Context: an optimization exercise on an open-source flow, tuned for small area, a short achievable clock period and few clock cycles. The choices shown serve that exercise and are no tape-out recipe. At most, simulation tests tie the RTL to the original design; equivalence was not proved. For runs 5 and 6, only the layout was checked, not whether the RTL still works. Power figures rest on the tool's default switching activity, not on a simulated workload.

--- flow/design.v ---
module opsel (e_a, e_b, e_t, w_res, x_res, res,
              a_w, a_x, a_e, b_w, b_wi, b_x, b_xi, b_e, b_ei, b_t, c_w, c_x, c_e,
              a, b, c, sd);
    input  [31:0] e_a, e_b;      
    input  [31:0] e_t;           
    input  [31:0] w_res;         
    input  [31:0] x_res;         
    input  [31:0] res;           
    input         a_w, a_x, a_e;                        
    input         b_w, b_wi, b_x, b_xi, b_e, b_ei, b_t;  
    input         c_w, c_x, c_e;                        
    output [31:0] a, b;          
    output [31:0] c;             
    output [31:0] sd;            
    assign a  = ({32{a_w}} & w_res) | ({32{a_x}} & x_res) | ({32{a_e}} & e_a);
    assign b  = ({32{b_w}} & w_res) | ({32{b_wi}} & ~w_res) |
                ({32{b_x}} & x_res) | ({32{b_xi}} & ~x_res) |
                ({32{b_e}} & e_b)   | ({32{b_ei}} & ~e_b)   | ({32{b_t}} & e_t);
    assign c  = ({32{c_w}} & w_res) | ({32{c_x}} & x_res) | ({32{c_e}} & e_b);
    assign sd = ({32{c_w}} & res)   | ({32{c_x}} & x_res) | ({32{c_e}} & e_b);
endmodule
module alu (a, b, cin, fn, y);
    input  [31:0] a, b;          
    input         cin;           
    input  [1:0]  fn;            
    output [31:0] y;
    wire [32:0] sum_x = {a, cin} + {b, cin};
    wire [31:0] sum   = sum_x[32:1];
    reg [31:0] r;
    always @(*) begin
        case (fn)
            2'd0: r = sum;
            2'd1: r = {31'b0, sum[31]};
            2'd2: r = a | b;
            default: r = a & b;
        endcase
    end
    assign y = r;
endmodule
module cmp (a, c, eq);
    input  [31:0] a, c;
    output        eq;
    assign eq = (a == c);
endmodule
module PC_Adder (pc, imm, pc_br, pc_4);
    input  [31:0] pc;
    input  [12:0] imm;           
    output [31:0] pc_br, pc_4;
    wire [18:0] hi     = pc[31:13];
    wire [18:0] hi_inc = hi + 19'd1;
    wire [18:0] hi_dec = hi - 19'd1;
    wire [13:0] lo = {1'b0, pc[12:0]} + {1'b0, imm};
    wire        c  = lo[13];
    wire        s  = imm[12];
    assign pc_br = {(c & ~s) ? hi_inc : (~c & s) ? hi_dec : hi, lo[12:0]};
    wire [11:0] lo4 = {1'b0, pc[12:2]} + 12'd1;
    assign pc_4 = {lo4[11] ? hi_inc : hi, lo4[10:0], pc[1:0]};
endmodule
module register_file (clk, rst, we, wa, wd, ra1, ra2, rd1, rd2);
    input clk, rst;
    input we;                    
    input [4:0] wa, ra1, ra2;
    input [31:0] wd;
    output [31:0] rd1, rd2;
    reg  [31:1] vld;
    wire [32*32-1:0] q;          
    assign q[31:0] = 32'b0;
    genvar i;
    generate
        for (i = 1; i < 32; i = i + 1) begin : g_reg
            reg [31:0] r;
            wire wsel = we & (wa == i);
            always @(posedge clk or negedge rst) begin
                if (!rst)
                    vld[i] <= 1'b0;
                else if (wsel)
                    vld[i] <= 1'b1;
            end
            always @(posedge clk) begin
                if (wsel)
                    r <= wd;
            end
            assign q[32*i +: 32] = r;
        end
    endgenerate
    wire [31:1] s1, s2;
    generate
        for (i = 1; i < 32; i = i + 1) begin : g_sel
            assign s1[i] = vld[i] & (ra1 == i);
            assign s2[i] = vld[i] & (ra2 == i);
        end
    endgenerate
    genvar b;
    generate
        for (b = 0; b < 32; b = b + 1) begin : g_rd
            wire [31:1] d;
            for (i = 1; i < 32; i = i + 1) begin : g_d
                assign d[i] = q[32*i + b];
            end
            rf_read_bit u_rd1 (.s(s1), .d(d), .o(rd1[b]));
            rf_read_bit u_rd2 (.s(s2), .d(d), .o(rd2[b]));
        end
    endgenerate
endmodule
module rf_read_bit (s, d, o);
    input  [31:1] s, d;
    output o;
    assign o = |(s & d);
endmodule
module pipeline_top (clk, rst, imem_addr, imem_rdata, dmem_addr, dmem_wdata, dmem_we, dmem_rdata);
    input clk, rst;
    output [31:0] imem_addr;
    input  [31:0] imem_rdata;
    output [31:0] dmem_addr;
    output [31:0] dmem_wdata;
    output        dmem_we;
    input  [31:0] dmem_rdata;
    reg [31:0] pc;
    reg        e_wen, e_st, e_br;    
    reg        a_w, a_x, a_e;        
    reg        b_w, b_wi, b_x, b_xi, b_e, b_ei, b_t;
    reg        c_w, c_x, c_e;
    reg        e_ld, e_sub;
    reg [1:0]  e_fn;                 
    reg [4:0]  e_rd;
    reg [31:0] e_a, e_b;             
    reg [31:0] e_t;                  
    reg        w_wen, w_st;          
    reg        w_ld;
    reg [4:0]  w_rd;
    reg [31:0] w_res, w_wd;          
    reg [31:0] x_res;
    wire [31:0] res = w_ld ? dmem_rdata : w_res;
    assign dmem_addr  = w_res;
    assign dmem_wdata = w_wd;
    assign dmem_we    = w_st;
    wire [31:0] a, b, c, sd, alu;
    wire        eq;
    opsel u_opsel (
        .e_a(e_a), .e_b(e_b), .e_t(e_t), .w_res(w_res), .x_res(x_res), .res(res),
        .a_w(a_w), .a_x(a_x), .a_e(a_e),
        .b_w(b_w), .b_wi(b_wi), .b_x(b_x), .b_xi(b_xi), .b_e(b_e), .b_ei(b_ei), .b_t(b_t),
        .c_w(c_w), .c_x(c_x), .c_e(c_e),
        .a(a), .b(b), .c(c), .sd(sd)
    );
    alu u_alu (.a(a), .b(b), .cin(e_sub), .fn(e_fn), .y(alu));
    cmp u_cmp (.a(a), .c(c), .eq(eq));
    wire taken = e_br & eq;
    wire [31:0] ins = imem_rdata;
    wire [6:0]  op  = ins[6:0];
    wire [2:0]  f3  = ins[14:12];
    wire [4:0]  rs1 = ins[19:15];
    wire [4:0]  rs2 = ins[24:20];
    wire [4:0]  rd  = ins[11:7];
    wire is_r  = (op == 7'b0110011);
    wire is_lw = (op == 7'b0000011);
    wire is_sw = (op == 7'b0100011);
    wire is_br = (op == 7'b1100011);
    wire jmp   = is_br & (rs1 == rs2);      
    wire [31:0] immI = {{20{ins[31]}}, ins[31:20]};
    wire [31:0] immS = {{20{ins[31]}}, ins[31:25], ins[11:7]};
    wire [12:0] immB = {ins[31], ins[7], ins[30:25], ins[11:8], 1'b0};
    wire [31:0] pc_br, pc_4;
    PC_Adder u_pc_add (.pc(pc), .imm(immB), .pc_br(pc_br), .pc_4(pc_4));
    wire [31:0] rf1, rf2;
    register_file u_rf (
        .clk(clk), .rst(rst),
        .we(w_wen), .wa(w_rd), .wd(res),
        .ra1(rs1), .ra2(rs2), .rd1(rf1), .rd2(rf2)
    );
    wire m1 = e_wen && (e_rd == rs1);
    wire m2 = e_wen && (e_rd == rs2);
    wire n1 = w_wen && (w_rd == rs1);
    wire n2 = w_wen && (w_rd == rs2);
    wire sub = is_r & (((f3 == 3'b000) & ins[30]) | (f3 == 3'b010));
    wire [1:0] fn = !is_r          ? 2'd0 :
                    (f3 == 3'b010) ? 2'd1 :
                    (f3 == 3'b110) ? 2'd2 :
                    (f3 == 3'b111) ? 2'd3 : 2'd0;
    wire [31:0] t_next = is_br ? pc_br : is_sw ? immS : immI;
    wire br   = is_br & ~jmp;               
    wire use1 = is_r | is_lw | is_sw | br;
    wire sa_w = m1;
    wire sa_x = ~m1 & n1;
    wire sa_e = ~m1 & ~n1;
    wire sb_w = m2;
    wire sb_x = ~m2 & n2;
    wire sb_e = ~m2 & ~n2;
    wire stall = e_ld & ((m1 & use1) | (m2 & (is_r | br)));
    always @(posedge clk or negedge rst) begin
        if (!rst) begin
            pc    <= 32'b0;
            e_wen <= 1'b0;
            e_st  <= 1'b0;
            e_br  <= 1'b0;
            w_wen <= 1'b0;
            w_st  <= 1'b0;
        end else begin
            if (!stall)
                pc <= taken ? e_t : (jmp ? pc_br : pc_4);
            e_wen <= ~taken & ~stall & (is_r | is_lw) & (rd != 5'd0);
            e_st  <= ~taken & ~stall & is_sw;
            e_br  <= ~taken & ~stall & br;
            w_wen <= e_wen;
            w_st  <= e_st;
        end
    end
    always @(posedge clk) begin
        a_w   <= sa_w;
        a_x   <= sa_x;
        a_e   <= sa_e;
        b_w   <= is_r & sb_w & ~sub;
        b_wi  <= is_r & sb_w & sub;
        b_x   <= is_r & sb_x & ~sub;
        b_xi  <= is_r & sb_x & sub;
        b_e   <= is_r & sb_e & ~sub;
        b_ei  <= is_r & sb_e & sub;
        b_t   <= ~is_r;
        c_w   <= sb_w;
        c_x   <= sb_x;
        c_e   <= sb_e;
        e_ld  <= is_lw & ~stall;
        e_sub <= sub;
        e_fn  <= fn;
        e_rd  <= rd;
        e_a   <= rf1;
        e_b   <= rf2;
        e_t   <= t_next;
        x_res <= res;
        w_ld  <= e_ld;
        w_res <= alu;
        w_rd  <= e_rd;
        w_wd  <= sd;
    end
    assign imem_addr = pc;
endmodule
--- flow/flow/run.sh ---
#!/bin/bash
# Layout flow: the standard flow, except for synthesis, where ABC maps
# the operand selection, the ALU, the branch comparison, the register-file
# read slices and the fetch-address adders each
# on its own with a delay-driven script, ORFS's full-adder extraction is off,
# and the register-file read slice is the gate-level netlist in
# rf_read_bit_cells.v (see synth_custom.tcl); and the ports are buffered with buf_2 cells
# (the standard flow picks a delay cell). Everything else is standard.sh
# unchanged. Each step's output goes to a log file here.
set -euo pipefail
W=$PWD
export FAST_MODULES="opsel:400 alu:1200 cmp:500 rf_read_bit:600 PC_Adder:1000"
export GATE_MODULES="rf_read_bit:rf_read_bit_cells.v"
make -C "$FLOW_HOME" DESIGN_CONFIG="$FLOW_CONFIG" WORK_HOME="$W/orfs" CLKGATE_MAP_FILE= \
    SYNTH_SCRIPT="$W/flow/synth_custom.tcl" ADDER_MAP_FILE= synth \
    > "$W/run_synth.log" 2>&1
bash "$W/standard.sh" BUFFER_PORTS_ARGS="-buffer_cell sky130_fd_sc_hd__buf_2" finish > "$W/run_layout.log" 2>&1
--- flow/flow/rf_read_bit_cells.v ---
// Gate-level rf_read_bit (o = |(s & d)) used by the layout flow in place of
// ABC's mapping: ten a222oi and a nand2 for the 31 select/data pairs, then
// a nand4-nand4-nand3 / nor3 / inverter tree.
module rf_read_bit (s, d, o);
    input  [31:1] s, d;
    output o;
    wire [10:0] t;
    wire [2:0] u;
    wire on;
    sky130_fd_sc_hd__a222oi_1 g_t0 (.A1(s[1]), .A2(d[1]), .B1(s[2]), .B2(d[2]), .C1(s[3]), .C2(d[3]), .Y(t[0]));
    sky130_fd_sc_hd__a222oi_1 g_t1 (.A1(s[4]), .A2(d[4]), .B1(s[5]), .B2(d[5]), .C1(s[6]), .C2(d[6]), .Y(t[1]));
    sky130_fd_sc_hd__a222oi_1 g_t2 (.A1(s[7]), .A2(d[7]), .B1(s[8]), .B2(d[8]), .C1(s[9]), .C2(d[9]), .Y(t[2]));
    sky130_fd_sc_hd__a222oi_1 g_t3 (.A1(s[10]), .A2(d[10]), .B1(s[11]), .B2(d[11]), .C1(s[12]), .C2(d[12]), .Y(t[3]));
    sky130_fd_sc_hd__a222oi_1 g_t4 (.A1(s[13]), .A2(d[13]), .B1(s[14]), .B2(d[14]), .C1(s[15]), .C2(d[15]), .Y(t[4]));
    sky130_fd_sc_hd__a222oi_1 g_t5 (.A1(s[16]), .A2(d[16]), .B1(s[17]), .B2(d[17]), .C1(s[18]), .C2(d[18]), .Y(t[5]));
    sky130_fd_sc_hd__a222oi_1 g_t6 (.A1(s[19]), .A2(d[19]), .B1(s[20]), .B2(d[20]), .C1(s[21]), .C2(d[21]), .Y(t[6]));
    sky130_fd_sc_hd__a222oi_1 g_t7 (.A1(s[22]), .A2(d[22]), .B1(s[23]), .B2(d[23]), .C1(s[24]), .C2(d[24]), .Y(t[7]));
    sky130_fd_sc_hd__a222oi_1 g_t8 (.A1(s[25]), .A2(d[25]), .B1(s[26]), .B2(d[26]), .C1(s[27]), .C2(d[27]), .Y(t[8]));
    sky130_fd_sc_hd__a222oi_1 g_t9 (.A1(s[28]), .A2(d[28]), .B1(s[29]), .B2(d[29]), .C1(s[30]), .C2(d[30]), .Y(t[9]));
    sky130_fd_sc_hd__nand2_1 g_t10 (.A(s[31]), .B(d[31]), .Y(t[10]));
    sky130_fd_sc_hd__nand4_1 g_u0 (.A(t[0]), .B(t[1]), .C(t[2]), .D(t[3]), .Y(u[0]));
    sky130_fd_sc_hd__nand4_1 g_u1 (.A(t[4]), .B(t[5]), .C(t[6]), .D(t[7]), .Y(u[1]));
    sky130_fd_sc_hd__nand3_1 g_u2 (.A(t[8]), .B(t[9]), .C(t[10]), .Y(u[2]));
    sky130_fd_sc_hd__nor3_1 g_on (.A(u[0]), .B(u[1]), .C(u[2]), .Y(on));
    sky130_fd_sc_hd__inv_1 g_o (.A(on), .Y(o));
endmodule
--- flow/flow/synth_custom.tcl ---
set ::custom_synth_file [info script]
# The standard flow's synthesis (synth_recipe.tcl), except that ABC maps each module named
# in FAST_MODULES (entries NAME:DELAY_PS) with a delay-driven script aiming at
# that delay, the rest of the design is mapped as ORFS does, and each module
# named in GATE_MODULES (entries NAME:FILE, FILE beside this script) is then
# replaced by the gate-level netlist in FILE.
proc synth {args} { yosys synth -nofsm -noshare {*}$args }

proc abc {args} {
  set i [lsearch -exact $args -script]
  set sel "*"
  foreach entry $::env(FAST_MODULES) {
    lassign [split $entry :] m d
    set script [file join $::env(OBJECTS_DIR) abc_fast_$m.script]
    set fp [open $script w]
    puts $fp "strash\ndch\nmap -D $d\ntopo\nbuffer -c\nupsize -c -D $d\ndnsize -c -D $d"
    close $fp
    puts "custom abc: module $m mapped for a delay of $d ps"
    yosys abc {*}[lreplace $args [expr {$i + 1}] [expr {$i + 1}] $script] $m
    append sel " $m %d"
  }
  yosys abc {*}$args {*}$sel
}
source $::env(SCRIPTS_DIR)/synth.tcl
if { [info exists ::env(GATE_MODULES)] } {
  foreach entry $::env(GATE_MODULES) {
    lassign [split $entry :] m f
    puts "custom synthesis: module $m from $f"
    yosys read_verilog -overwrite [file join [file dirname $::custom_synth_file] $f]
  }
  yosys hierarchy -check -top $::env(DESIGN_NAME)
  yosys tee -o $::env(REPORTS_DIR)/synth_stat_gates.txt stat {*}$lib_args
}
# left out here: clear keep_hierarchy, flatten, clean up, hide names made inside functions, write 1_2_yosys.v
--- flow/standard.sh ---
#!/bin/bash
# synth_recipe.tcl (not shown) runs the flow's synth.tcl, then flattens the netlist and writes it again
# the make line also repeats each setting of config.mk as NAME=value (left out here)
make -C /OpenROAD-flow-scripts/flow DESIGN_CONFIG=/design/flow/config.mk WORK_HOME=/design/flow/orfs CLKGATE_MAP_FILE= SYNTH_SCRIPT=/design/flow/synth_recipe.tcl "${@:-finish}"
--- flow/config.mk ---
export PLATFORM = sky130hd
export DESIGN_NAME = pipeline_top
export DESIGN_NICKNAME = pipeline_top
export VERILOG_FILES = /design/flow/design.v
export SDC_FILE = /design/flow/constraint.sdc
export NUM_CORES = 8
export LEC_CHECK = 0
export CAP_MARGIN = 20
export CORE_MARGIN = 2
export CORE_UTILIZATION = 55
export CTS_CLUSTER_DIAMETER = 80
export CTS_CLUSTER_SIZE = 30
export SETUP_SLACK_MARGIN = 4.95
export SLEW_MARGIN = 20
export SYNTH_HIERARCHICAL = 1
--- flow/constraint.sdc ---
create_clock -name core_clock -period 8.0 [get_ports {clk}]
set_input_delay 1.6000 -clock core_clock [delete_from_list [all_inputs] [get_ports {clk}]]
set_output_delay 1.6000 -clock core_clock [all_outputs]
set_load 0.01 [all_outputs]
==> results of run 1 <==
-- final cells by class --
type,count,share of cell area (%)
antenna,3,0.0118
clock buffer,79,2.46
clock inverter,24,0.642
inverter,279,1.69
multi-input combinational,2778,31.0
sequential,1280,56.5
tap,1368,2.69
timing repair buffer,348,4.95
-- worst max-delay path by stage --
| stage | end | start | slack, ns |
|---|---|---|---|
| final | e_b[7] | imem_rdata[21] | 4.75 |
| after global routing | e_b[7] | imem_rdata[21] | 4.83 |
| after CTS | e_a[11] | imem_rdata[19] | 4.95 |
| after detailed placement | pc[29] | imem_rdata[31] | 3.54 |
| after global placement | pc[29] | imem_rdata[31] | 3.52 |
| after floorplan | pc[20] | imem_rdata[27] | 4.60 |
-- per-stage QoR --
step                      cells  setup slack (ns)  util [%]  power [uW]
final                      6159              4.75      62.6       12600
after floorplan            4436              4.60         -        8360
after CTS                  6092              4.95      61.2       12500
after global routing       6156              4.83      62.6       13000
after global placement     5974              3.52      58.4        8760
after detailed placement   5974              3.54      58.4        8770
-- registers in the layout, indices dropped and copies added (netlist names), 2 cells and up --
| signal | cells |
|---|---|
| e_a | 32 |
| w_rd | 5 |
| e_fn | 2 |
| u_rf.vld | 31 |
| e_t | 32 |
| e_rd | 5 |
| pc | 32 |
| u_rf.g.r | 992 |
| e_b | 32 |
| w_res | 32 |
| w_wd | 32 |
| x_res | 32 |
-- where the power goes --
part | total [uW] | switching, uW | internal, uW
Combinational | 1380 | 855 | 529
Clock | 3790 | 2270 | 1510
Sequential | 7480 | 200 | 7280
-- metal layers --
layer | GRT usage, % | vias up | wire (um) | part of all wire [%]
met1 | 50.3 | 22200 | 76300 | 36
met5 | 0 | - | 24 | 0.011
li1 | - | 18800 | - | -
met2 | 60.8 | 3540 | 96500 | 45
met4 | 20.0 | 4 | 11800 | 5.5
met3 | 9.03 | 594 | 28700 | 13
-- cells in the final DEF, fill, tap and decap left out, drive strengths merged, types with 48 or more instances in the layout --
cell,count
a21oi,166
a222oi,640
a22oi,65
and3,70
buf,334
clkbuf,93
dfrtp,68
dfxtp,220
edfxtp,992
inv,289
mux2,70
nand2,594
nand3,179
nand4,197
nor2,307
nor3,85
o21ai,73
xor2,48
-- repair_timing --
| item | in CTS | in global routing |
|---|---|---|
| endpoints found under the setup margin | 135 | 105 |
| gates resized for setup | 154 | 201 |
| pin swaps | 44 | 111 |
| cloned | 7 | 17 |
| setup buffers | 8 | 47 |
==> impl_metrics.csv, run 1 <==
group,metric,value,unit
run_status,status,"no timing/DRC/antenna violations",
global_route,grt_start_max_net_pins,69,
critical_path,worst-r2r-cell-count,13,
global_route,number_of_antenna_violations_at_the_first_check_in_global_routing,5,
clock_tree,ctsHoldBuffers,0,
placement,place_area,0.0592,mm2
detailed_routing,routed_wirelength,213000,um
floorplan,core-area,0.101,mm2
timing,final.period_utilization,40.6,%
detailed_routing,ant_nets,0,
clock_tree,clock_root_cell,"clkbuf_16",
clock_tree,cts_max_level,2,
finish,n_fill_cell,7897,
timing,final.setup.tns,0,ns
critical_path,cp_slowest_stage_delay,0.45,ns
yosys,post_synthesis_cells,4435,
timing,max_clock_freq,308,MHz
critical_path,timing.critical_path.cells,"buf_12, and3b_2, and3_4, buf_12, a222oi_1, nand4_1, nor3_2, inv_1",
critical_path,setup.worst_path.end_class,"register",
placement,dp.final_hpwl,126000,um
timing,post_layout_min_period,3.25,ns
min_path,hp-start,"e_st",
critical_path,timing.setup.critical_path_class,"in2reg",
timing,worst_hold_slack,0.372,ns
critical_path,cp_max_fo,8,
clock_tree,worst_skew_pair_latency,0.73,ns
critical_path,critPathSlowestCell,"nand4_1",
placement,port_bufs,162,
power_and_ir_drop,power_density,199,mW/mm2
finish,fin_nets,4811,
yosys,syn-cell-area,0.0561,mm2
global_route,grt_first_pass_wirelength,290000,um
finish,seqCellArea,0.0359,mm2
critical_path,reg2reg_slack,5.11,ns
critical_path,worst_path_dominant_cell_family,"simple AND/OR/NAND/NOR gates",
critical_path,crit_path_launch_type,"input port",
detailed_routing,via_count,45200,
floorplan,die_height,323,um
flow_run,drv.max_cap_violation_count,0,
timing,rsz_0062_raised_after_global_routing,"yes",
floorplan,std_cell_rows,117,
floorplan,fp.dieArea,0.104,mm2
power_and_ir_drop,ir_worst_vdd,221,uV
power_and_ir_drop,power.static_leakage,0.0231,uW
global_route,grt_overflow,0,
yosys,post_synthesis_area_per_instance,12.6,um2
timing,final-max-slew-violation-count,0,
clock_tree,tritoncts,"yes",
finish,area_delta_synth_final,13.3,%
timing,timing_hold_violations_final,0,
critical_path,crit_buf_inv,3,
min_path,hold-path-endpoint,"w_st",
clock_tree,total_cts_buffers,58,
floorplan,top_level_ports,163,
detailed_routing,dr.first_iter.drc_count,9718,
detailed_routing,routedWlPerCell,34.6,um
finish,combined_area_of_the_multi_input_logic_cells,0.0197,mm2
clock_tree,path_clk_slew,0.11,ns
global_route,track_usage,38.7,%
detailed_routing,detail_route.drc_violations,0,
detailed_routing,drt_pre_antenna_iters,12,
finish,drive_above_1_share,17.5,%
min_path,hold_path_class,"reg2reg",
min_path,timing.hold.worst_path_depth,0,
clock_tree,ctsLongestPathBuffers,3,
critical_path,cp_common_cell,"buf_12",
timing,timing.max_slew.rel_slack,30.9,%
timing,worst_clock_skew,0.0432,ns
critical_path,cp_data_required_time,8.59,ns
placement,gp_congestion,0.966,
critical_path,regToRegEndpoint,"pc[16]",
critical_path,timing.critical_path.arrival,3.84,ns
finish,finalInstanceArea,0.0635,mm2
floorplan,initial_utilization,55.3,%
critical_path,crit-reg2reg-launch,"a_e",
critical_path,path_depth,8,
detailed_routing,viasPerCell,7.33,
floorplan,die_w,323,um
clock_tree,tritoncts_num_sinks,1280,
timing,tightestPinTransition,1.03,ns
yosys,synth-warning-count,9,
timing,final_count_of_negative_setup_slack_endpoints,0,
global_route,number_of_global_route_vias_before_repair,41300,
Testbench counts, summed over its fixed seeds: cycles 15,181.
==> inputs of run 2 (changes only) <==
--- a/flow/config.mk
+++ b/flow/config.mk
@@ -8,5 +8,5 @@
 export CAP_MARGIN = 20
 export CORE_MARGIN = 2
-export CORE_UTILIZATION = 55
+export CORE_UTILIZATION = 40
 export CTS_CLUSTER_DIAMETER = 80
 export CTS_CLUSTER_SIZE = 30
==> run 2 against run 1 <==
Net effect: sequential power barely moved; power rose by 0.22%; core utilization fell by 16 points; register-to-register slack lost 0.07 ns; clock-buffer cell count rose by 7; via count fell by 0.11%; critical path type unchanged; largest cell class unchanged; highest routed layer unchanged.
==> impl_metrics.csv, run 2 <==
group,metric,value,unit
run_status,status,"no timing/DRC/antenna violations",
finish,n_fill_cell,12400,
timing,timing.max_slew.rel_slack,26.9,%
global_route,number_of_global_route_vias_before_repair,42100,
detailed_routing,via_count,45100,
critical_path,crit_path_launch_type,"input port",
timing,max_clock_freq,318,MHz
placement,gp_congestion,0.994,
placement,dp.final_hpwl,127000,um
global_route,grt_start_max_net_pins,69,
critical_path,startpoint,"imem_rdata[18]",
critical_path,regToRegEndpoint,"w_res[25]",
min_path,timing.hold.worst_path_depth,0,
floorplan,die_w,378,um
flow_run,drv.max_cap_violation_count,0,
clock_tree,worst_skew_pair_latency,0.74,ns
detailed_routing,routedLengthMet1,78900,um
timing,worst_clock_skew,0.0414,ns
min_path,hold_path_class,"reg2reg",
yosys,post_synthesis_cells,4435,
detailed_routing,routedWlPerCell,32.5,um
floorplan,initial_utilization,40.2,%
critical_path,timing.setup.critical_path_class,"in2reg",
timing,final_count_of_negative_setup_slack_endpoints,0,
power_and_ir_drop,ir_worst_vdd,170,uV
critical_path,timing.critical_path.cells,"buf_12, and3b_2, and3_4, buf_12, a222oi_1, nand4_1, nor3_4, inv_1",
clock_tree,cts_max_level,2,
power_and_ir_drop,power.static_leakage,0.0233,uW
critical_path,cp_max_fo,16,
critical_path,crit-reg2reg-launch,"b_xi",
critical_path,critPathSlowestCell,"nand4_1",
power_and_ir_drop,pnr_total_power,12700,uW
clock_tree,tritoncts_num_sinks,1280,
floorplan,std_cell_rows,137,
floorplan,die_height,378,um
clock_tree,tritoncts,"yes",
yosys,post_synthesis_area_per_instance,12.6,um2
detailed_routing,viasPerCell,6.74,
critical_path,cp_slowest_stage_delay,0.47,ns
detailed_routing,highest_layer,"met5",
global_route,grt_overflow,0,
finish,layout_common_cells,"992 x edfxtp_1, 640 x a222oi_1, 555 x nand2_1",
detailed_routing,detail_route.drc_violations,0,
critical_path,critical_path.endpoint,"e_a[18]",
finish,area_delta_synth_final,15.2,%
finish,layout.cells.most_common,"edfxtp_1",
timing,post_layout_min_period,3.14,ns
detailed_routing,met2RoutedLength,101000,um
timing,final.setup.tns,0,ns
finish,max_flop_register,"u_rf.g.r",
placement,port_bufs,162,
critical_path,timing.critical_path.arrival,3.78,ns
detailed_routing,routed_wirelength,218000,um
global_route,grt_first_pass_wirelength,293000,um
detailed_routing,dr.first_iter.drc_count,8890,
finish,number_of_flip_flops_in_the_largest_register,992,
clock_tree,total_cts_buffers,56,
timing,final-max-slew-violation-count,0,
yosys,synth-warning-count,9,
floorplan,top_level_ports,163,
global_route,track_usage,28.0,%
critical_path,worst-r2r-cell-count,15,
finish,drive_above_1_share,18.1,%
global_route,number_of_antenna_violations_at_the_first_check_in_global_routing,4,
yosys,syn-cell-area,0.0561,mm2
timing,tightestPinTransition,1.10,ns
timing,rsz_0062_raised_after_global_routing,"yes",
critical_path,path_depth,8,
clock_tree,ctsLongestPathBuffers,3,
timing,timing_hold_violations_final,0,
timing,final.period_utilization,39.3,%
critical_path,cp_common_cell,"buf_12",
floorplan,fp.dieArea,0.143,mm2
critical_path,worst_path_dominant_cell_family,"simple AND/OR/NAND/NOR gates",
finish,fin_nets,4831,
critical_path,setup.worst_path.end_class,"register",
critical_path,reg2reg_slack,5.04,ns
power_and_ir_drop,power_density,196,mW/mm2
floorplan,core-area,0.139,mm2
detailed_routing,drt_pre_antenna_iters,11,
detailed_routing,dr_wl_met3,27400,um
critical_path,crit_buf_inv,3,
clock_tree,clock_root_cell,"clkbuf_16",
clock_tree,path_clk_slew,0.12,ns
detailed_routing,ant_nets,0,
clock_tree,ctsHoldBuffers,0,
critical_path,cp_data_required_time,8.64,ns
[run 2: where the power goes]
part | switching [uW] | leakage (uW) | internal (uW)
sequential | 185 | 0.0116 | 7280
clock | 2240 | 0.000925 | 1520
combinational | 887 | 0.0108 | 568
total | 3310 | 0.0233 | 9370
[run 2: worst min-delay path by stage]
stage	startpoint	endpoint	slack, ns
after floorplan	e_st	w_st	0.33
after global placement	e_st	w_st	0.34
after detailed placement	e_st	w_st	0.34
after CTS	e_st	w_st	0.37
after global routing	e_ld	w_ld	0.38
final	e_st	w_st	0.36
[run 2: area by class of cell]
cell class	count	area (um2)	share of cell area (%)
antenna	4	10.0	0.0155
clock buffer	86	1620	2.50
clock inverter	20	317	0.490
inverter	279	1080	1.67
multi-input combinational	2779	19700	30.5
sequential	1280	35900	55.7
tap	1876	2350	3.63
timing repair buffer	369	3560	5.50
[run 2: routing by layer]
metal	vias to the layer above	track usage (%)
li1	18900	-
met2	3259	45.6
met5	-	0
met4	4	11.2
met1	22400	35.8
met3	543	6.82
[run 2: repair_timing]
action | 4_1_cts | 5_1_grt
pin swaps | 59 | 92
resized for setup | 139 | 267
setup endpoints to repair | 138 | 120
cloned | 3 | 25
setup buffers | 20 | 48
[run 2: worst register-to-register path: stages (launching register included)]
cell and delay, ns:
dfxtp_1 0.33, inv_2 0.05, buf_8 0.24, nor2_1 0.09
a21oi_1 0.14, nand4_1 0.15, nand2_2 0.14, inv_2 0.05
nor2_2 0.17, nand2_2 0.14, nor3_2 0.29, a21oi_1 0.19
nor2_1 0.31, nand4_1 0.23, a21oi_1 0.19, o221ai_1 0.13
[run 2: metrics by stage]
stage	area (um2)	util [%]	std cells	setup WS [ns]	hold slack (ns)
3_3_place_gp	59900	43.0	6486	3.57	0.340
3_5_place_dp	59900	43.0	6486	3.57	0.340
6_report	64600	46.4	6693	4.86	0.363
2_1_floorplan	56300	-	4436	4.60	0.331
4_1_cts	62700	45.0	6615	4.92	0.367
5_1_grt	64600	46.3	6689	4.84	0.377
==> inputs of run 3 (changes only) <==
--- a/flow/config.mk
+++ b/flow/config.mk
@@ -11,5 +11,5 @@
 export CTS_CLUSTER_DIAMETER = 80
 export CTS_CLUSTER_SIZE = 30
-export SETUP_SLACK_MARGIN = 4.95
+export SETUP_SLACK_MARGIN = 5
 export SLEW_MARGIN = 20
 export SYNTH_HIERARCHICAL = 1
==> run 3 against run 2 <==
Net effect: final area is 0.10% higher; sequential power barely moved; core utilization barely moved; hold slack gained 0.0034 ns; via count increased by 1.6%; setup slack worse by 0.049 ns; first-iteration DRC count up 25%; combinational power is 14% higher; critical path type unchanged; highest routed layer unchanged.
==> impl_metrics.csv, run 3 <==
group,metric,value,unit
critical_path,worst_path_dominant_cell_family,"simple AND/OR/NAND/NOR gates",
critical_path,worst-r2r-cell-count,14,
timing,worst_clock_skew,0.0642,ns
floorplan,fp.dieArea,0.143,mm2
placement,dp_cells,6481,
finish,layout.cells.most_common,"edfxtp_1",
power_and_ir_drop,power.static_leakage,0.0233,uW
critical_path,crit_buf_inv,4,
power_and_ir_drop,ir_worst_vdd,182,uV
clock_tree,path_clk_slew,0.10,ns
timing,max_clock_freq,314,MHz
clock_tree,total_cts_buffers,59,
critical_path,cp_max_fo,8,
critical_path,timing.critical_path.arrival,3.81,ns
finish,area_delta_synth_final,15.4,%
timing,post_layout_min_period,3.19,ns
critical_path,timing.setup.critical_path_class,"in2reg",
clock_tree,ctsLongestPathBuffers,3,
floorplan,top_level_ports,163,
placement,dp.final_hpwl,131000,um
critical_path,cp_slowest_stage_delay,0.28,ns
critical_path,timing.critical_path.cells,"buf_6, or2_4, nand2_4, nor2_4, nand2_2, nand2_4, a21oi_4, buf_12, nand3_4, buf_6, buf_12, o211ai_1, o311ai_2, mux2i_1, a21oi_1, mux2_4",
critical_path,regToRegEndpoint,"pc[16]",
clock_tree,worst_skew_pair_latency,0.78,ns
finish,number_of_flip_flops_in_the_largest_register,992,
floorplan,std_cell_rows,137,
timing,rsz_0062_raised_after_global_routing,"yes",
critical_path,cp_data_required_time,8.62,ns
timing,final.period_utilization,39.9,%
critical_path,reg2reg_slack,5.07,ns
floorplan,core-area,0.139,mm2
clock_tree,clock_root_cell,"clkbuf_16",
floorplan,die_w,378,um
critical_path,crit-reg2reg-launch,"a_x",
critical_path,crit_path_launch_type,"input port",
placement,port_bufs,162,
clock_tree,tritoncts_num_sinks,1280,
flow_run,drv.max_cap_violation_count,0,
global_route,number_of_antenna_violations_at_the_first_check_in_global_routing,8,
critical_path,critical_path.endpoint,"pc[27]",
timing,tightestPinTransition,1.07,ns
timing,final-max-slew-violation-count,0,
timing,final.setup.tns,0,ns
yosys,syn-cell-area,0.0561,mm2
detailed_routing,routed_wirelength,225000,um
yosys,synth-warning-count,9,
finish,max_flop_register,"u_rf.g.r",
floorplan,die_height,378,um
global_route,number_of_global_route_vias_before_repair,42700,
timing,timing_hold_violations_final,0,
finish,fin_nets,4845,
critical_path,path_depth,16,
timing,worst_hold_slack,0.367,ns
global_route,grt_overflow,0,
yosys,post_synthesis_cells,4435,
finish,post_layout_nonfiller_instances,6704,
critical_path,critPathSlowestCell,"mux2_4",
detailed_routing,via_count,45800,
yosys,post_synthesis_area_per_instance,12.6,um2
floorplan,initial_utilization,40.2,%
detailed_routing,detail_route.drc_violations,0,
clock_tree,tritoncts,"yes",
timing,final_count_of_negative_setup_slack_endpoints,0,
placement,gp_congestion,0.958,
clock_tree,ctsHoldBuffers,0,
detailed_routing,viasPerCell,6.83,
timing,timing.max_slew.rel_slack,28.5,%
clock_tree,cts_max_level,2,
global_route,grt_start_max_net_pins,65,
detailed_routing,drt_pre_antenna_iters,12,
detailed_routing,dr.first_iter.drc_count,11100,
global_route,grt_first_pass_wirelength,301000,um
finish,post-route-util,46.4,%
finish,layout_common_cells,"992 x edfxtp_1, 640 x a222oi_1, 551 x nand2_1",
critical_path,startpoint,"imem_rdata[27]",
run_status,status,"no timing/DRC/antenna violations",
global_route,track_usage,29.1,%
finish,drive_above_1_share,19.1,%
power_and_ir_drop,power_density,200,mW/mm2
detailed_routing,routedWlPerCell,33.6,um
detailed_routing,ant_nets,0,
min_path,hold_path_class,"reg2reg",
critical_path,setup.worst_path.end_class,"register",
-- run 3: through the flow --
stage / area (um2) / total power [uW] / setup WS, ns
finish: 64700 / 12900 / 4.81
global route: 64700 / 13300 / 4.73
CTS: 62900 / 12700 / 4.92
detailed placement: 59900 / 8770 / 3.57
global placement: 59900 / 8760 / 3.60
floorplan: 56300 / 8360 / 4.60
-- run 3: timing repair --
item	4_1_cts	5_1_grt
cloned	3	26
gates resized for setup	170	260
pin swaps	39	99
setup buffers	38	46
endpoints found under the setup margin	179	103
-- run 3: final cells by class --
type | count | area (um2)
Fill cell | 12300 | 74700
Clock inverter | 29 | 460
Antenna cell | 1 | 2.50
Multi-Input combinational cell | 2786 | 19800
Tap cell | 1876 | 2350
Sequential cell | 1280 | 36000
Clock buffer | 80 | 1580
Inverter | 279 | 1080
Timing Repair Buffer | 373 | 3380
-- run 3: worst min-delay path by stage --
stage	start	endpoint	depth (start not counted)
floorplan	e_st	w_st	0
global placement	e_st	w_st	0
detailed placement	e_st	w_st	0
CTS	e_ld	w_ld	0
global route	e_ld	w_ld	0
finish	e_st	w_st	0
-- run 3: worst register-to-register path: cells and delay by family, from the launching register on --
kind / cells / cell delay (ns)
AOI/OAI and AO/OA: 2 / 0.23
DFF: 1 / 0.35
muxes: 1 / 0.29
buffers and inverters: 3 / 0.52
and+or+nand+nor: 8 / 1.43
-- run 3: layer usage --
metal	GRT usage [%]	share of wire [%]	wire length (um)	vias to the layer above
met4	13.0	4.9	11000	8
li1	-	-	-	18900
met1	37.6	36	81300	22600
met2	45.4	45	101000	3666
met3	8.16	14	32100	604
met5	0	0.016	35	-
-- run 3: report_power, final --
group,switching [uW],internal (uW)
clock network,2320,1510
registers,153,7290
logic,995,658
==> inputs of run 4 (changes only) <==
--- a/flow/config.mk
+++ b/flow/config.mk
@@ -9,7 +9,7 @@
 export CORE_MARGIN = 2
 export CORE_UTILIZATION = 40
-export CTS_CLUSTER_DIAMETER = 80
-export CTS_CLUSTER_SIZE = 30
-export SETUP_SLACK_MARGIN = 5
+export CTS_CLUSTER_DIAMETER = 60
+export CTS_CLUSTER_SIZE = 20
+export SETUP_SLACK_MARGIN = 4.95
 export SLEW_MARGIN = 20
 export SYNTH_HIERARCHICAL = 1
==> run 4 against run 3 <==
Net effect: still clean on timing, DRC and antenna; synthesized cell count is the same; first-iteration DRC count shrank 17%; register-to-register slack lost 0.02 ns; flip-flop and latch count is the same; core utilization grew 1.1 points; combinational power shrank 9%; via count shrank 0.67%; area after synthesis is the same; die area is the same; clock skew shrank 0.023 ns; clock-buffer cell count grew 27; final area grew 2.3%; critical endpoint is now e_a[19].
==> impl_metrics.csv, run 4 <==
group,metric,value,unit
run_status,status,"no timing/DRC/antenna violations",
flow_run,drv.max_cap_violation_count,0,
detailed_routing,viasPerCell,6.72,
power_and_ir_drop,power_density,218,mW/mm2
critical_path,crit_path_launch_type,"input port",
timing,tightestPinTransition,1.07,ns
detailed_routing,routed_wirelength,218000,um
global_route,number_of_antenna_violations_at_the_first_check_in_global_routing,4,
finish,layout.cells.most_common,"edfxtp_1",
timing,timing_hold_violations_final,0,
detailed_routing,via_count,45500,
global_route,track_usage,28.3,%
finish,combined_area_of_the_multi_input_logic_cells,0.0198,mm2
finish,layout_common_cells,"992 x edfxtp_1, 640 x a222oi_1, 557 x nand2_1",
critical_path,cp_max_fo,32,
power_and_ir_drop,psw,3810,uW
placement,gp_congestion,0.994,
detailed_routing,ant_nets,0,
timing,max_clock_freq,322,MHz
yosys,post_synthesis_area_per_instance,12.6,um2
global_route,number_of_global_route_vias_before_repair,42800,
power_and_ir_drop,power.static_leakage,0.0241,uW
placement,preCtsSetupSlack,3.57,ns
global_route,grt_first_pass_wirelength,296000,um
global_route,grt_start_max_net_pins,69,
power_and_ir_drop,sequentialPowerShare,51.7,%
critical_path,reg2reg_slack,5.05,ns
power_and_ir_drop,ir_worst_vdd,166,uV
timing,timing.max_slew.rel_slack,28.5,%
critical_path,regToRegEndpoint,"w_res[21]",
yosys,post_synthesis_cells,4435,
clock_tree,ctsHoldBuffers,0,
global_route,grt_overflow,0,
finish,drive_above_1_share,19.9,%
critical_path,timing.setup.critical_path_class,"in2reg",
power_and_ir_drop,power.internal,10600,uW
finish,number_of_flip_flops_in_the_largest_register,992,
critical_path,worst-r2r-cell-count,16,
critical_path,critical_path.endpoint,"e_a[19]",
floorplan,top_level_ports,163,
floorplan,die_w,378,um
clock_tree,worst_skew_pair_latency,0.74,ns
clock_tree,tritoncts_num_sinks,1280,
power_and_ir_drop,sw_share,26.4,%
detailed_routing,dr.first_iter.drc_count,9279,
clock_tree,tritoncts,"yes",
floorplan,std_cell_rows,137,
floorplan,core-area,0.139,mm2
clock_tree,ctsLongestPathBuffers,3,
timing,finalWorstSetupSlack,4.89,ns
clock_tree,cts_max_level,3,
detailed_routing,detail_route.drc_violations,0,
power_and_ir_drop,comb_power_share,10.4,%
yosys,syn-cell-area,0.0561,mm2
timing,final.period_utilization,38.9,%
clock_tree,clock_root_cell,"clkbuf_16",
timing,final.setup.tns,0,ns
power_and_ir_drop,clock_power_share,37.9,%
critical_path,setup.worst_path.end_class,"register",
detailed_routing,drt_pre_antenna_iters,14,
timing,post_layout_min_period,3.11,ns
detailed_routing,routedWlPerCell,32.2,um
clock_tree,path_clk_slew,0.08,ns
placement,port_bufs,162,
floorplan,die_height,378,um
finish,max_flop_register,"u_rf.g.r",
timing,worst_clock_skew,0.0409,ns
critical_path,timing.critical_path.arrival,3.73,ns
floorplan,fp.dieArea,0.143,mm2
critical_path,startpoint,"imem_rdata[15]",
timing,rsz_0062_raised_after_global_routing,"yes",
yosys,synth-warning-count,9,
critical_path,crit-reg2reg-launch,"e_b[18]",
min_path,hold_path_class,"reg2reg",
clock_tree,total_cts_buffers,101,
placement,dp.final_hpwl,127000,um
finish,n_fill_cell,12200,
timing,final_count_of_negative_setup_slack_endpoints,0,
finish,fin_nets,4871,
timing,final-max-slew-violation-count,0,
floorplan,initial_utilization,40.2,%
finish,seqCellArea,0.0360,mm2
critical_path,cp_data_required_time,8.62,ns
finish,area_delta_synth_final,18.0,%
run 4: timing repair:
item                       4_1_cts  5_1_grt
buffers inserted                19       47
gates cloned                     3       22
pin swaps                       57       99
resized for setup              145      264
setup endpoints to repair      141      123
run 4: final cells by class:
class	instances	share of cell area (%)
well taps	1876	3.55
inverters	279	1.60
clock inverters	83	1.53
diodes	3	0.0113
clock buffers	107	3.90
repair buffers	365	5.15
flip-flops and latches	1280	54.4
multi-input cells	2778	29.9
run 4: power groups by stage:
stage / clock network [uW] / registers (uW) / logic [uW]
floorplan: 0 / 7550 / 810
global placement: 0 / 7590 / 1150
detailed placement: 0 / 7600 / 1160
CTS: 5520 / 7440 / 1290
global route: 5780 / 7470 / 1610
finish: 5470 / 7460 / 1500
run 4: critical path: stages:
cell and delay, ns:
buf_6 0.14, and2_4 0.19, and3_4 0.17, buf_12 0.16, a222oi_1 0.48, nand4_1 0.40, nor3_2 0.44, inv_1 0.06
run 4: routing by layer:
metal / track usage (%) / wire [um] / vias to the layer above
met4: 12.2 / 9430 / 4
met5: 0 / 32 / -
li1: - / - / 19000
met1: 36.2 / 79300 / 22500
met2: 45.5 / 101000 / 3456
met3: 6.95 / 28300 / 524
run 4: worst min-delay path by stage:
stage,start,endpoint,slack (ns),depth (start not counted)
3_5_place_dp,e_st,w_st,0.34,0
4_1_cts,e_st,w_st,0.36,0
6_report,e_st,w_st,0.36,0
2_1_floorplan,e_st,w_st,0.33,0
5_1_grt,e_st,w_st,0.37,0
3_3_place_gp,e_st,w_st,0.34,0
run 4: metrics by stage:
stage / hold slack (ns) / std cells / total power [uW] / cell area, um2 / utilization (%)
4_1_cts: 0.359 / 6698 / 14300 / 64300 / 46.2
2_1_floorplan: 0.331 / 4436 / 8360 / 56300 / -
3_5_place_dp: 0.340 / 6486 / 8760 / 59900 / 43.0
5_1_grt: 0.370 / 6768 / 14900 / 66100 / 47.5
6_report: 0.357 / 6771 / 14400 / 66100 / 47.5
3_3_place_gp: 0.340 / 6486 / 8740 / 59900 / 43.0
==> inputs of run 5 (changes only) <==
--- a/flow/design.v
+++ b/flow/design.v
@@ -43,8 +43,11 @@
     assign eq = (a == c);
 endmodule
-module PC_Adder (pc, imm, pc_br, pc_4);
+module PC_Adder (pc, imm, e_t, taken, stall, jmp, pc_br, pc_next);
     input  [31:0] pc;
     input  [12:0] imm;           
-    output [31:0] pc_br, pc_4;
+    input  [31:0] e_t;
+    input         taken, stall, jmp;
+    output [31:0] pc_br, pc_next;
+    wire   [31:0] pc_4;
     wire [18:0] hi     = pc[31:13];
     wire [18:0] hi_inc = hi + 19'd1;
@@ -56,4 +59,9 @@
     wire [11:0] lo4 = {1'b0, pc[12:2]} + 12'd1;
     assign pc_4 = {lo4[11] ? hi_inc : hi, lo4[10:0], pc[1:0]};
+    wire s_t  = taken;
+    wire s_h  = ~taken & stall;
+    wire s_br = ~taken & ~stall & jmp;
+    wire s_4  = ~taken & ~stall & ~jmp;
+    assign pc_next = ({32{s_t}} & e_t) | ({32{s_h}} & pc) | ({32{s_br}} & pc_br) | ({32{s_4}} & pc_4);
 endmodule
 module register_file (clk, rst, we, wa, wd, ra1, ra2, rd1, rd2);
@@ -85,10 +93,6 @@
     endgenerate
     wire [31:1] s1, s2;
-    generate
-        for (i = 1; i < 32; i = i + 1) begin : g_sel
-            assign s1[i] = vld[i] & (ra1 == i);
-            assign s2[i] = vld[i] & (ra2 == i);
-        end
-    endgenerate
+    rf_dec u_dec1 (.vld(vld), .ra(ra1), .s(s1));
+    rf_dec u_dec2 (.vld(vld), .ra(ra2), .s(s2));
     genvar b;
     generate
@@ -107,4 +111,30 @@
     output o;
     assign o = |(s & d);
+endmodule
+module rf_dec (vld, ra, s);
+    input  [31:1] vld;
+    input  [4:0]  ra;
+    output [31:1] s;
+    genvar i;
+    generate
+        for (i = 1; i < 32; i = i + 1) begin : g_s
+            assign s[i] = vld[i] & (ra == i);
+        end
+    endgenerate
+endmodule
+module hazard_unit (ins, e_rd, e_ldw, stall);
+    input  [31:0] ins;           
+    input  [4:0]  e_rd;          
+    input         e_ldw;         
+    output        stall;
+    wire [6:0] op   = ins[6:0];
+    wire is_r  = (op == 7'b0110011);
+    wire is_lw = (op == 7'b0000011);
+    wire is_sw = (op == 7'b0100011);
+    wire is_br = (op == 7'b1100011);
+    wire br    = is_br & (ins[19:15] != ins[24:20]);    
+    wire use1  = is_r | is_lw | is_sw | br;
+    wire use2  = is_r | br;
+    assign stall = e_ldw & (((ins[19:15] == e_rd) & use1) | ((ins[24:20] == e_rd) & use2));
 endmodule
 module pipeline_top (clk, rst, imem_addr, imem_rdata, dmem_addr, dmem_wdata, dmem_we, dmem_rdata);
@@ -118,4 +148,5 @@
     reg [31:0] pc;
     reg        e_wen, e_st, e_br;    
+    reg        e_ldw;                
     reg        a_w, a_x, a_e;        
     reg        b_w, b_wi, b_x, b_xi, b_e, b_ei, b_t;
@@ -161,6 +192,5 @@
     wire [31:0] immS = {{20{ins[31]}}, ins[31:25], ins[11:7]};
     wire [12:0] immB = {ins[31], ins[7], ins[30:25], ins[11:8], 1'b0};
-    wire [31:0] pc_br, pc_4;
-    PC_Adder u_pc_add (.pc(pc), .imm(immB), .pc_br(pc_br), .pc_4(pc_4));
+    wire [31:0] pc_br, pc_next;
     wire [31:0] rf1, rf2;
     register_file u_rf (
@@ -187,5 +217,12 @@
     wire sb_x = ~m2 & n2;
     wire sb_e = ~m2 & ~n2;
-    wire stall = e_ld & ((m1 & use1) | (m2 & (is_r | br)));
+    wire stall;
+    hazard_unit u_hz (
+        .ins(ins), .e_rd(e_rd), .e_ldw(e_ldw), .stall(stall)
+    );
+    PC_Adder u_pc_add (
+        .pc(pc), .imm(immB), .e_t(e_t), .taken(taken), .stall(stall), .jmp(jmp),
+        .pc_br(pc_br), .pc_next(pc_next)
+    );
     always @(posedge clk or negedge rst) begin
         if (!rst) begin
@@ -194,12 +231,13 @@
             e_st  <= 1'b0;
             e_br  <= 1'b0;
+            e_ldw <= 1'b0;
             w_wen <= 1'b0;
             w_st  <= 1'b0;
         end else begin
-            if (!stall)
-                pc <= taken ? e_t : (jmp ? pc_br : pc_4);
+            pc    <= pc_next;
             e_wen <= ~taken & ~stall & (is_r | is_lw) & (rd != 5'd0);
             e_st  <= ~taken & ~stall & is_sw;
             e_br  <= ~taken & ~stall & br;
+            e_ldw <= ~taken & ~stall & is_lw & (rd != 5'd0);
             w_wen <= e_wen;
             w_st  <= e_st;
--- a/flow/flow/run.sh
+++ b/flow/flow/run.sh
@@ -2,4 +2,5 @@
 # Layout flow: the standard flow, except for synthesis, where ABC maps
 # the operand selection, the ALU, the branch comparison, the register-file
+# read decoders, the load-use hazard check,
 # read slices and the fetch-address adders each
 # on its own with a delay-driven script, ORFS's full-adder extraction is off,
@@ -10,5 +11,5 @@
 set -euo pipefail
 W=$PWD
-export FAST_MODULES="opsel:400 alu:1200 cmp:500 rf_read_bit:600 PC_Adder:1000"
+export FAST_MODULES="opsel:400 alu:1200 cmp:500 rf_read_bit:600 PC_Adder:1000 rf_dec:300 hazard_unit:400"
 export GATE_MODULES="rf_read_bit:rf_read_bit_cells.v"
 make -C "$FLOW_HOME" DESIGN_CONFIG="$FLOW_CONFIG" WORK_HOME="$W/orfs" CLKGATE_MAP_FILE= \
--- a/flow/config.mk
+++ b/flow/config.mk
@@ -9,6 +9,6 @@
 export CORE_MARGIN = 2
 export CORE_UTILIZATION = 40
-export CTS_CLUSTER_DIAMETER = 60
-export CTS_CLUSTER_SIZE = 20
+export CTS_CLUSTER_DIAMETER = 80
+export CTS_CLUSTER_SIZE = 30
 export SETUP_SLACK_MARGIN = 4.95
 export SLEW_MARGIN = 20
==> run 5 against run 4 <==
Net effect: clock skew about the same; non-clock buffer count up 6; via count up 1.3%; critical path depth up 10; clock power down about 30%; register-to-register slack worse by 0.23 ns; wire length up 2.5%; sequential share of layout area up 1.2 points; still clean on timing, DRC and antenna; core utilization down 1.0 points; setup slack worse by 0.076 ns.
==> impl_metrics.csv, run 5 <==
group,metric,value,unit
run_status,status,"no timing/DRC/antenna violations",
global_route,number_of_global_route_vias_before_repair,43400,
timing,timing_hold_violations_final,0,
critical_path,crit_path_launch_type,"register",
clock_tree,ctsLongestPathBuffers,3,
clock_tree,worst_skew_pair_latency,0.74,ns
finish,layout.cells.most_common,"edfxtp_1",
timing,worst_clock_skew,0.0407,ns
floorplan,die_w,379,um
critical_path,worst-r2r-cell-count,18,
detailed_routing,detail_route.drc_violations,0,
placement,port_bufs,162,
min_path,hold_path_class,"reg2reg",
yosys,synth-warning-count,9,
critical_path,cp_common_cell,"buf_12",
timing,tightestPinTransition,1.05,ns
min_path,timing.hold.worst_path_depth,0,
timing,final_count_of_negative_setup_slack_endpoints,0,
floorplan,core-area,0.140,mm2
detailed_routing,dr.first_iter.drc_count,10300,
finish,post-route-util,46.4,%
critical_path,reg2reg_slack,4.82,ns
critical_path,cp_max_fo,8,
timing,final-max-slew-violation-count,0,
power_and_ir_drop,pnr_total_power,12500,uW
timing,rsz_0062_raised_after_global_routing,"yes",
yosys,post_synthesis_area_per_instance,12.4,um2
global_route,number_of_antenna_violations_at_the_first_check_in_global_routing,13,
finish,area_delta_synth_final,15.1,%
power_and_ir_drop,power.static_leakage,0.0227,uW
critical_path,crit_buf_inv,5,
timing,max_clock_freq,314,MHz
detailed_routing,via_count,46100,
clock_tree,tritoncts,"yes",
floorplan,std_cell_rows,137,
yosys,syn-cell-area,0.0563,mm2
critical_path,cp_data_required_time,8.61,ns
finish,number_of_flip_flops_in_the_largest_register,992,
power_and_ir_drop,ir_worst_vdd,218,uV
finish,drive_above_1_share,19.0,%
timing,final.setup.tns,0,ns
critical_path,timing.setup.critical_path_class,"reg2reg",
clock_tree,cts_max_level,2,
clock_tree,tritoncts_num_sinks,1281,
critical_path,cp_slowest_stage_delay,0.38,ns
clock_tree,clock_root_cell,"clkbuf_16",
finish,post_layout_nonfiller_instances,6799,
global_route,grt_overflow,0,
clock_tree,total_cts_buffers,58,
detailed_routing,routedWlPerCell,32.8,um
critical_path,critPathSlowestCell,"dfxtp_4",
flow_run,drv.max_cap_violation_count,0,
detailed_routing,ant_nets,0,
critical_path,crit-reg2reg-launch,"a_w",
yosys,post_synthesis_cells,4558,
global_route,track_usage,29.7,%
min_path,hold-path-endpoint,"w_ld",
min_path,hp-start,"e_ld",
timing,final.period_utilization,39.8,%
placement,dp_cells,6605,
finish,fin_nets,4943,
detailed_routing,viasPerCell,6.78,
detailed_routing,drt_pre_antenna_iters,14,
power_and_ir_drop,power_density,193,mW/mm2
timing,finalWorstSetupSlack,4.82,ns
finish,max_flop_register,"u_rf.g.r",
floorplan,fp.dieArea,0.144,mm2
global_route,grt_start_max_net_pins,70,
clock_tree,path_clk_slew,0.10,ns
floorplan,die_height,379,um
critical_path,worst_path_dominant_cell_family,"simple AND/OR/NAND/NOR gates",
global_route,grt_first_pass_wirelength,309000,um
floorplan,top_level_ports,163,
placement,gp_congestion,0.920,
timing,post_layout_min_period,3.18,ns
critical_path,regToRegEndpoint,"pc[22]",
placement,preCtsSetupSlack,3.12,ns
detailed_routing,routed_wirelength,223000,um
critical_path,timing.critical_path.cells,"buf_12, buf_16, a22oi_2, nand2_2, xor2_2, nor3_4, nand4_1, nor2_2, and2_4, buf_12, nor2_4, nand2_4, inv_6, a21oi_4, buf_12, nor2_4, a221oi_2, nand2_1",
timing,timing.max_slew.rel_slack,30.1,%
critical_path,setup.worst_path.end_class,"register",
finish,layout_common_cells,"992 x edfxtp_1, 640 x a222oi_1, 629 x nand2_1",
critical_path,timing.critical_path.arrival,3.79,ns
placement,dp.final_hpwl,132000,um
floorplan,initial_utilization,40.3,%
-- run 5: repair_timing --
| item | 4_1_cts | 5_1_grt |
|---|---|---|
| gates resized for setup | 190 | 197 |
| endpoints found under the setup margin | 149 | 111 |
| gates cloned | 5 | 9 |
| hold buffers | 0 | 0 |
| setup buffers | 31 | 43 |
| pin swaps | 67 | 122 |
-- run 5: layer usage --
metal  part of all wire [%]  track usage (%)  up-vias
li1                       -                -    19200
met1                     36             37.6    22900
met2                     45             47.2     3382
met3                     13             7.88      615
met4                    5.4             14.6        2
met5                 0.0058                0        -
-- run 5: per-stage QoR --
stage / hold WS, ns / instance area [um2]
after floorplan: 0.310 / 56600
after global placement: 0.314 / 60400
after detailed placement: 0.315 / 60400
after CTS: 0.334 / 63500
after global routing: 0.347 / 64800
final: 0.332 / 64800
-- run 5: worst max path at each step --
stage / end / depth (start not counted) / from / slack, ns
6_report: pc[22] / 18 / a_w / 4.82
3_3_place_gp: pc[29] / 13 / imem_rdata[24] / 3.19
3_5_place_dp: pc[29] / 12 / imem_rdata[19] / 3.12
4_1_cts: pc[23] / 18 / a_x / 4.85
2_1_floorplan: pc[18] / 12 / imem_rdata[3] / 4.55
5_1_grt: pc[23] / 18 / c_x / 4.76
-- run 5: worst register-to-register path: cells and delay by family (launching register included) --
family | cells | cell delay (ns)
AND/OR/NAND/NOR | 9 | 1.20
buffers and inverters | 5 | 0.67
XOR/XNOR | 1 | 0.20
flip-flops | 1 | 0.38
AO/OA/AOI/OAI | 3 | 0.64
-- run 5: where the power goes --
part / leakage, uW / switching (uW) / internal (uW) / total, uW
combinational: 0.0102 / 828 / 405 / 1230
clock: 0.000953 / 2310 / 1520 / 3830
sequential: 0.0116 / 181 / 7280 / 7460
total: 0.0227 / 3320 / 9200 / 12500
-- run 5: final cells by class --
class,instances,area [um2]
fillers,12600,74700
flip-flops and latches,1281,36000
multi-input cells,2865,20100
repair buffers,371,3210
well taps,1876,2350
clock buffers,76,1560
inverters,300,1170
clock inverters,28,434
diodes,2,5.00
==> inputs of run 6 (changes only) <==
--- a/flow/design.v
+++ b/flow/design.v
@@ -43,10 +43,9 @@
     assign eq = (a == c);
 endmodule
-module PC_Adder (pc, imm, e_t, taken, stall, jmp, pc_br, pc_next);
+module PC_Adder (pc, imm, stall, jmp, pc_br, pc_seq);
     input  [31:0] pc;
     input  [12:0] imm;           
-    input  [31:0] e_t;
-    input         taken, stall, jmp;
-    output [31:0] pc_br, pc_next;
+    input         stall, jmp;
+    output [31:0] pc_br, pc_seq;
     wire   [31:0] pc_4;
     wire [18:0] hi     = pc[31:13];
@@ -59,9 +58,8 @@
     wire [11:0] lo4 = {1'b0, pc[12:2]} + 12'd1;
     assign pc_4 = {lo4[11] ? hi_inc : hi, lo4[10:0], pc[1:0]};
-    wire s_t  = taken;
-    wire s_h  = ~taken & stall;
-    wire s_br = ~taken & ~stall & jmp;
-    wire s_4  = ~taken & ~stall & ~jmp;
-    assign pc_next = ({32{s_t}} & e_t) | ({32{s_h}} & pc) | ({32{s_br}} & pc_br) | ({32{s_4}} & pc_4);
+    wire s_h  = stall;
+    wire s_br = ~stall & jmp;
+    wire s_4  = ~stall & ~jmp;
+    assign pc_seq = ({32{s_h}} & pc) | ({32{s_br}} & pc_br) | ({32{s_4}} & pc_4);
 endmodule
 module register_file (clk, rst, we, wa, wd, ra1, ra2, rd1, rd2);
@@ -192,5 +190,5 @@
     wire [31:0] immS = {{20{ins[31]}}, ins[31:25], ins[11:7]};
     wire [12:0] immB = {ins[31], ins[7], ins[30:25], ins[11:8], 1'b0};
-    wire [31:0] pc_br, pc_next;
+    wire [31:0] pc_br, pc_seq;
     wire [31:0] rf1, rf2;
     register_file u_rf (
@@ -222,6 +220,6 @@
     );
     PC_Adder u_pc_add (
-        .pc(pc), .imm(immB), .e_t(e_t), .taken(taken), .stall(stall), .jmp(jmp),
-        .pc_br(pc_br), .pc_next(pc_next)
+        .pc(pc), .imm(immB), .stall(stall), .jmp(jmp),
+        .pc_br(pc_br), .pc_seq(pc_seq)
     );
     always @(posedge clk or negedge rst) begin
@@ -235,5 +233,5 @@
             w_st  <= 1'b0;
         end else begin
-            pc    <= pc_next;
+            pc    <= taken ? e_t : pc_seq;
             e_wen <= ~taken & ~stall & (is_r | is_lw) & (rd != 5'd0);
             e_st  <= ~taken & ~stall & is_sw;
==> run 6 against run 5 <==
Net effect: largest cell class unchanged; sequential share of layout area hardly changed; synthesized cell count is 0.79% higher; maximum frequency is 0.66% higher; sequential power hardly changed; critical path depth is 8 lower; cell count hardly changed; via count is 1.3% higher; critical endpoint is now e_b[6]; highest routed layer unchanged.
==> impl_metrics.csv, run 6 <==
group,metric,value,unit
run_status,status,"no timing/DRC/antenna violations",
clock_tree,ctsHoldBuffers,0,
global_route,grt_overflow,0,
detailed_routing,drt_pre_antenna_iters,11,
finish,area_delta_synth_final,13.7,%
critical_path,timing.critical_path.cells,"buf_8, inv_1, nand4_1, buf_4, nor2_4, buf_12, a222oi_1, nand4_1, nor3_4, inv_1",
timing,worst_clock_skew,0.0539,ns
critical_path,worst-r2r-cell-count,11,
critical_path,worst_path_dominant_cell_family,"simple AND/OR/NAND/NOR gates",
clock_tree,tritoncts,"yes",
power_and_ir_drop,power_density,195,mW/mm2
finish,combined_area_of_the_multi_input_logic_cells,0.0205,mm2
critical_path,regToRegEndpoint,"pc[11]",
power_and_ir_drop,sw_share,26.4,%
finish,layout.cells.most_common,"edfxtp_1",
timing,final.period_utilization,39.5,%
floorplan,fp.dieArea,0.145,mm2
floorplan,die_height,381,um
critical_path,reg2reg_slack,5.04,ns
min_path,hold_path_class,"reg2reg",
floorplan,top_level_ports,163,
finish,n_fill_cell,12700,
timing,final-max-slew-violation-count,0,
finish,max_flop_register,"u_rf.g.r",
power_and_ir_drop,power.internal,9290,uW
placement,dp.final_hpwl,133000,um
power_and_ir_drop,pnr_total_power,12600,uW
critical_path,cp_max_fo,32,
detailed_routing,viasPerCell,6.86,
timing,timing_hold_violations_final,0,
yosys,post_synthesis_cells,4594,
critical_path,timing.setup.critical_path_class,"in2reg",
placement,place_area,0.0610,mm2
global_route,number_of_antenna_violations_at_the_first_check_in_global_routing,7,
yosys,syn-cell-area,0.0570,mm2
clock_tree,cts_max_level,2,
timing,timing.max_slew.rel_slack,23.6,%
power_and_ir_drop,clock_power_share,30.5,%
timing,final_count_of_negative_setup_slack_endpoints,0,
flow_run,drv.max_cap_violation_count,0,
finish,finalInstanceArea,0.0648,mm2
power_and_ir_drop,power.static_leakage,0.0227,uW
yosys,synth-warning-count,9,
finish,layout_common_cells,"992 x edfxtp_1, 640 x a222oi_1, 622 x nand2_1",
timing,max_clock_freq,316,MHz
floorplan,core-area,0.141,mm2
finish,seqCellArea,0.0360,mm2
detailed_routing,met2RoutedLength,99800,um
critical_path,crit_buf_inv,5,
critical_path,startpoint,"imem_rdata[21]",
detailed_routing,highest_layer,"met5",
detailed_routing,ant_nets,0,
power_and_ir_drop,sequentialPowerShare,59.0,%
timing,final.setup.tns,0,ns
power_and_ir_drop,comb_power_share,10.4,%
clock_tree,clock_root_cell,"clkbuf_16",
critical_path,cp_slowest_stage_delay,0.43,ns
power_and_ir_drop,ir_worst_vdd,185,uV
global_route,track_usage,29.1,%
critical_path,critical_path.endpoint,"e_b[6]",
power_and_ir_drop,psw,3330,uW
floorplan,die_w,381,um
clock_tree,ctsLongestPathBuffers,3,
timing,post_layout_min_period,3.16,ns
finish,number_of_flip_flops_in_the_largest_register,992,
critical_path,critPathSlowestCell,"nand4_1",
timing,rsz_0062_raised_after_global_routing,"yes",
floorplan,std_cell_rows,138,
floorplan,initial_utilization,40.3,%
placement,gp_congestion,0.969,
yosys,post_synthesis_area_per_instance,12.4,um2
critical_path,crit_path_launch_type,"input port",
critical_path,timing.critical_path.arrival,3.76,ns
critical_path,setup.worst_path.end_class,"register",
timing,tightestPinTransition,1.14,ns
finish,fin_nets,4926,
global_route,grt_start_max_net_pins,70,
finish,drive_above_1_share,19.0,%
detailed_routing,dr.first_iter.drc_count,10500,
detailed_routing,detail_route.drc_violations,0,
critical_path,cp_data_required_time,8.60,ns
clock_tree,tritoncts_num_sinks,1281,
detailed_routing,dr_wl_met3,31000,um
global_route,number_of_global_route_vias_before_repair,43900,
global_route,grt_first_pass_wirelength,310000,um
clock_tree,worst_skew_pair_latency,0.74,ns
placement,port_bufs,162,
clock_tree,path_clk_slew,0.11,ns
detailed_routing,routedLengthMet1,80600,um
critical_path,path_depth,10,
detailed_routing,routedWlPerCell,32.9,um
detailed_routing,via_count,46700,
critical_path,crit-reg2reg-launch,"a_x",
detailed_routing,routed_wirelength,224000,um
clock_tree,total_cts_buffers,57,
-- run 6: metal layers --
layer | global-route usage [%] | up-vias
li1 | - | 19300
met1 | 37.9 | 23000
met2 | 45.3 | 3700
met3 | 7.12 | 651
met4 | 14.7 | 4
met5 | 0 | -
-- run 6: cell type report --
class                           instances  share of cell area (%)
Tap cell                             1890                    3.65
Inverter                              304                    1.84
Multi-Input combinational cell       2888                    31.7
Clock buffer                           82                    2.39
Antenna cell                            2                 0.00772
Timing Repair Buffer                  327                    4.20
Clock inverter                         25                   0.680
Sequential cell                      1281                    55.5
Timing Repair inverter                  1                  0.0174
-- run 6: worst min-delay path by stage --
stage / from / to / slack [ns] / cells after the start
2_1_floorplan: e_ld / w_ld / 0.31 / 0
3_3_place_gp: e_ld / w_ld / 0.32 / 0
5_1_grt: e_ld / w_ld / 0.35 / 0
3_5_place_dp: e_ld / w_ld / 0.32 / 0
6_report: e_ld / w_ld / 0.33 / 0
4_1_cts: e_ld / w_ld / 0.33 / 0
-- run 6: per-stage QoR --
step           util (%)  hold WS (ns)  instances  worst slack (ns)
6_report           45.8         0.330       6800              4.84
5_1_grt            45.8         0.346       6798              4.77
4_1_cts            45.2         0.332       6771              4.88
3_5_place_dp       43.2         0.320       6642              3.31
3_3_place_gp       43.2         0.316       6642              3.27
2_1_floorplan         -         0.310       4595              4.43
-- run 6: power groups by stage --
stage	clock network, uW	registers (uW)	logic (uW)
finish	3850	7450	1310
global route	4100	7470	1410
CTS	3880	7440	1190
detailed placement	0	7590	1160
global placement	0	7580	1160
floorplan	0	7540	824
-- run 6: worst reg2reg max path: stages, from the launching register on --
cell and delay, ns:
dfxtp_1 0.32, clkbuf_8 0.23, a22oi_1 0.32, nand2_2 0.16, or2b_1 0.19, nand4_1 0.15, nor2_4 0.22, nand4_1 0.17
nor2_4 0.23, and2_1 0.20, buf_12 0.24, mux2_2 0.41
-- run 6: what timing repair did --
item	4_1_cts	5_1_grt
buffers inserted	17	22
endpoints found under the setup margin	151	117
pin swaps	40	90
endpoints found under the hold margin	0	0
gates cloned	5	5
gates resized for setup	161	166

## separate check: timing with driven ports
How much do the figures lean on ideal ports? The routed layouts below were timed once more, with nothing changed but the port constraints. Step 1 (the two cells are an assumption about what drives the block):
set clk [get_ports {clk}]
set_driving_cell -lib_cell sky130_fd_sc_hd__clkbuf_16 $clk
set_driving_cell -lib_cell sky130_fd_sc_hd__buf_2 [delete_from_list [all_inputs] $clk]
Step 2, shift: input delay + t, output delay - t, t = (earliest + latest rising clock arrival at the registers) / 2. This alone moves slack from input paths to output paths. Three values: ideal ports, drivers, drivers and shift; two values: the first two.
run	shift t [ns]	setup WS [ns]	hold WS [ns]	latest minus earliest clock arrival (ns)	slew at the worst register clock pin (ns)
run 1	0.782	4.754 / 4.641 / 3.860	0.372 / 0.372 / 0.372	0.049 / 0.049	0.12 / 0.12
run 2	0.802	4.860 / 4.850 / 4.048	0.363 / 0.363 / 0.363	0.049 / 0.048	0.12 / 0.12
run 3	0.819	4.811 / 4.737 / 3.919	0.367 / 0.367 / 0.367	0.065 / 0.065	0.12 / 0.12
run 4	0.809	4.891 / 4.824 / 4.015	0.357 / 0.357 / 0.357	0.042 / 0.043	0.09 / 0.09
run 5	0.803	4.815 / 4.781 / 3.977	0.332 / 0.332 / 0.332	0.043 / 0.043	0.12 / 0.12
run 6	0.794	4.836 / 4.847 / 4.053	0.330 / 0.330 / 0.330	0.056 / 0.056	0.12 / 0.12
After both steps every run listed still meets setup and hold. For run 1, which loses most, drivers alone change the setup slack by -0.113 ns; drivers and shift together by -0.894 ns.
